From an optimization exercise on the open Yosys and OpenROAD flow, aimed at a short achievable clock period and few clock cycles; shortcuts taken in it are not production practice. Power is estimated from default activity; no workload was simulated.

v30:
==> flow/design.v <==
module ARMLEG (
	input CLOCK,
	input RESET,
	output [63:0] imem_addr,
	input [31:0] imem_data,
	output [63:0] dmem_addr,
	output [63:0] dmem_wdata,
	output dmem_we,
	output dmem_re,
	input [63:0] dmem_rdata
);
	reg [9:0] pc;
	assign imem_addr = {52'b0, pc, 2'b00};
	wire [31:0] inst = imem_data;
	wire [10:0] op11 = inst[31:21];
	wire f_isB   = inst[31:26] == 6'b000101;
	wire f_isCBZ = inst[31:24] == 8'hB4;
	wire f_rt31  = inst[4:0] == 5'd31;
	wire f_isADD = op11 == 11'h458;
	wire f_isSUB = op11 == 11'h658;
	wire f_isAND = op11 == 11'h450;
	wire f_isORR = op11 == 11'h550;
	wire f_isLD  = op11 == 11'h7C2;
	wire f_isST  = op11 == 11'h7C0;
	wire f_isR   = f_isADD | f_isSUB | f_isAND | f_isORR;
	wire f_take = f_isB | (f_isCBZ & f_rt31);
	wire [9:0] f_off = f_isB ? inst[9:0] : inst[14:5];
	wire [9:0] f_tgt = pc + f_off;
	wire [9:0] f_seq = pc + 10'd1;
	reg d_isR, d_sub, d_and, d_orr, d_isLD, d_isST, d_isCBZ, d_wr;
	reg [4:0] d_rn, d_r2, d_rd;
	reg [8:0] d_imm;
	reg [9:0] d_tgt;
	reg x_isLD, x_isST, x_sub, x_and, x_orr, x_wr;
	reg [4:0] x_rd;
	reg [63:0] x_a, x_b, x_addr;
	reg w_wr;
	reg [4:0] w_rd;
	reg [63:0] w_res;
	reg w_z;
	reg [63:0] rf [0:30];
	reg [30:0] zf;
	wire [63:0] x_beff = x_b ^ {64{x_sub}};
	wire [63:0] x_sum = x_a + x_beff + {63'b0, x_sub};
	wire [63:0] x_andv = x_a & x_b;
	wire [63:0] x_orv = x_a | x_b;
	wire [63:0] x_out = x_isLD ? dmem_rdata : x_and ? x_andv : x_orr ? x_orv : x_sum;
	wire [63:0] x_p = x_a ^ x_beff;
	wire [63:0] x_g = x_a | x_beff;
	wire x_zsum = (x_p[0] == x_sub) & (&(x_p[63:1] ~^ x_g[62:0]));
	wire x_z = x_isLD ? ~|dmem_rdata : x_and ? ~|x_andv : x_orr ? ~|x_orv : x_zsum;
	assign dmem_addr = x_addr;
	assign dmem_wdata = x_b;
	assign dmem_we = x_isST;
	assign dmem_re = x_isLD;
	wire fx1 = x_wr & (x_rd == d_rn);
	wire fx2 = x_wr & (x_rd == d_r2);
	wire fw1 = w_wr & (w_rd == d_rn);
	wire fw2 = w_wr & (w_rd == d_r2);
	wire [63:0] rd1 = (d_rn == 5'd31) ? 64'b0 : fw1 ? w_res : rf[d_rn];
	wire [63:0] rd2 = (d_r2 == 5'd31) ? 64'b0 : fw2 ? w_res : rf[d_r2];
	wire [63:0] opa = fx1 ? x_out : rd1;
	wire [63:0] opb = fx2 ? x_out : rd2;
	wire stall = (d_isLD | d_isST) & fx1;
	wire [63:0] addr = rd1 + {{55{d_imm[8]}}, d_imm};
	wire zt = fx2 ? x_z : fw2 ? w_z : zf[d_r2];
	wire redirect = d_isCBZ & zt;
	always @(posedge CLOCK) begin
		if (RESET)
			pc <= 10'd0;
		else if (redirect)
			pc <= d_tgt;
		else if (!stall)
			pc <= f_take ? f_tgt : f_seq;
		if (RESET || redirect) begin
			d_isR <= 1'b0;
			d_isLD <= 1'b0;
			d_isST <= 1'b0;
			d_isCBZ <= 1'b0;
			d_wr <= 1'b0;
		end else if (!stall) begin
			d_isR <= f_isR;
			d_isLD <= f_isLD;
			d_isST <= f_isST;
			d_isCBZ <= f_isCBZ & ~f_rt31;
			d_wr <= (f_isR | f_isLD) & ~f_rt31;
		end
		if (!stall) begin
			d_sub <= f_isSUB;
			d_and <= f_isAND;
			d_orr <= f_isORR;
			d_rn <= inst[9:5];
			d_r2 <= f_isR ? inst[20:16] : inst[4:0];
			d_rd <= inst[4:0];
			d_imm <= inst[20:12];
			d_tgt <= f_tgt;
		end
		if (RESET || stall) begin
			x_isLD <= 1'b0;
			x_isST <= 1'b0;
			x_wr <= 1'b0;
		end else begin
			x_isLD <= d_isLD;
			x_isST <= d_isST;
			x_wr <= d_wr;
		end
		x_sub <= d_sub;
		x_and <= d_and;
		x_orr <= d_orr;
		x_rd <= d_rd;
		x_a <= opa;
		x_b <= opb;
		x_addr <= addr;
		if (RESET)
			w_wr <= 1'b0;
		else
			w_wr <= x_wr;
		w_rd <= x_rd;
		w_res <= x_out;
		w_z <= x_z;
		if (w_wr) begin
			rf[w_rd] <= w_res;
			zf[w_rd] <= w_z;
		end
	end
endmodule
clock: 8.0 ns
lec_check: 0
cap_margin: 20
core_margin: 2
core_utilization: 40
slew_margin: 20
run.sh (not shown) runs the stock make flow with config.mk's settings and CLKGATE_MAP_FILE= SYNTH_SCRIPT=/design/flow/synth_recipe.tcl, a recipe that flattens the netlist after the stock synthesis.
Relative to v30, the following input files were edited for v12:
- setting SETUP_SLACK_MARGIN to 5 for the first time
- setting ABC_CLOCK_PERIOD_IN_PS to 2500 for the first time
- setting GPL_TIMING_DRIVEN to 1 for the first time
Results
Clock network power delta (v12 -> v30): insignificant
Clock skew (higher): v12
Diff v30 -> v12 | routed length on met1 | up by a few percent
Of v12 and v30, the run reporting the lower met1 track demand over resource in global routing was v30.
Changes observed in v12 relative to v30: number of global-route vias before repair picked up an extra about 7%; power consumption picked up an extra 9.1%; initial standard-cell utilization of the core neither gained nor lost much.
The lower maximum frequency came out of v30.
Sort v12 and v30 by leakage power figure, ascending, and v30 comes first.
Compared to v30, v12 shows a wider setup margin.
No functional check of the RTL was part of any run of this note.

==> separate check: timing with driven ports <==
The results above use ideal ports. As a check the final layouts listed here were re-extracted and re-timed, cells and wires unchanged.
Step 1, drivers: a clkbuf_16 drives CLOCK and a buf_2 each remaining input, both assumed.
Step 2 times the ports against the registers' clock, not the clock port: input delays grow and output delays shrink by t, the midpoint of the rising clock arrivals with the driver on.
Slacks: no drivers / after step 1 / after step 2; pairs: no drivers / after step 1.
| run | shift t [ns] | slack for setup (ns) | latest minus earliest clock arrival (ns) | worst register clock-pin slew, ns |
|---|---|---|---|---|
| v30 | 0.986 | 1.154 / 1.154 / 1.154 | 0.117 / 0.117 | 0.09 / 0.09 |
| v12 | 1.003 | 2.486 / 2.486 / 2.486 | 0.124 / 0.124 | 0.08 / 0.08 |
After both steps setup and hold are still met in every run listed.
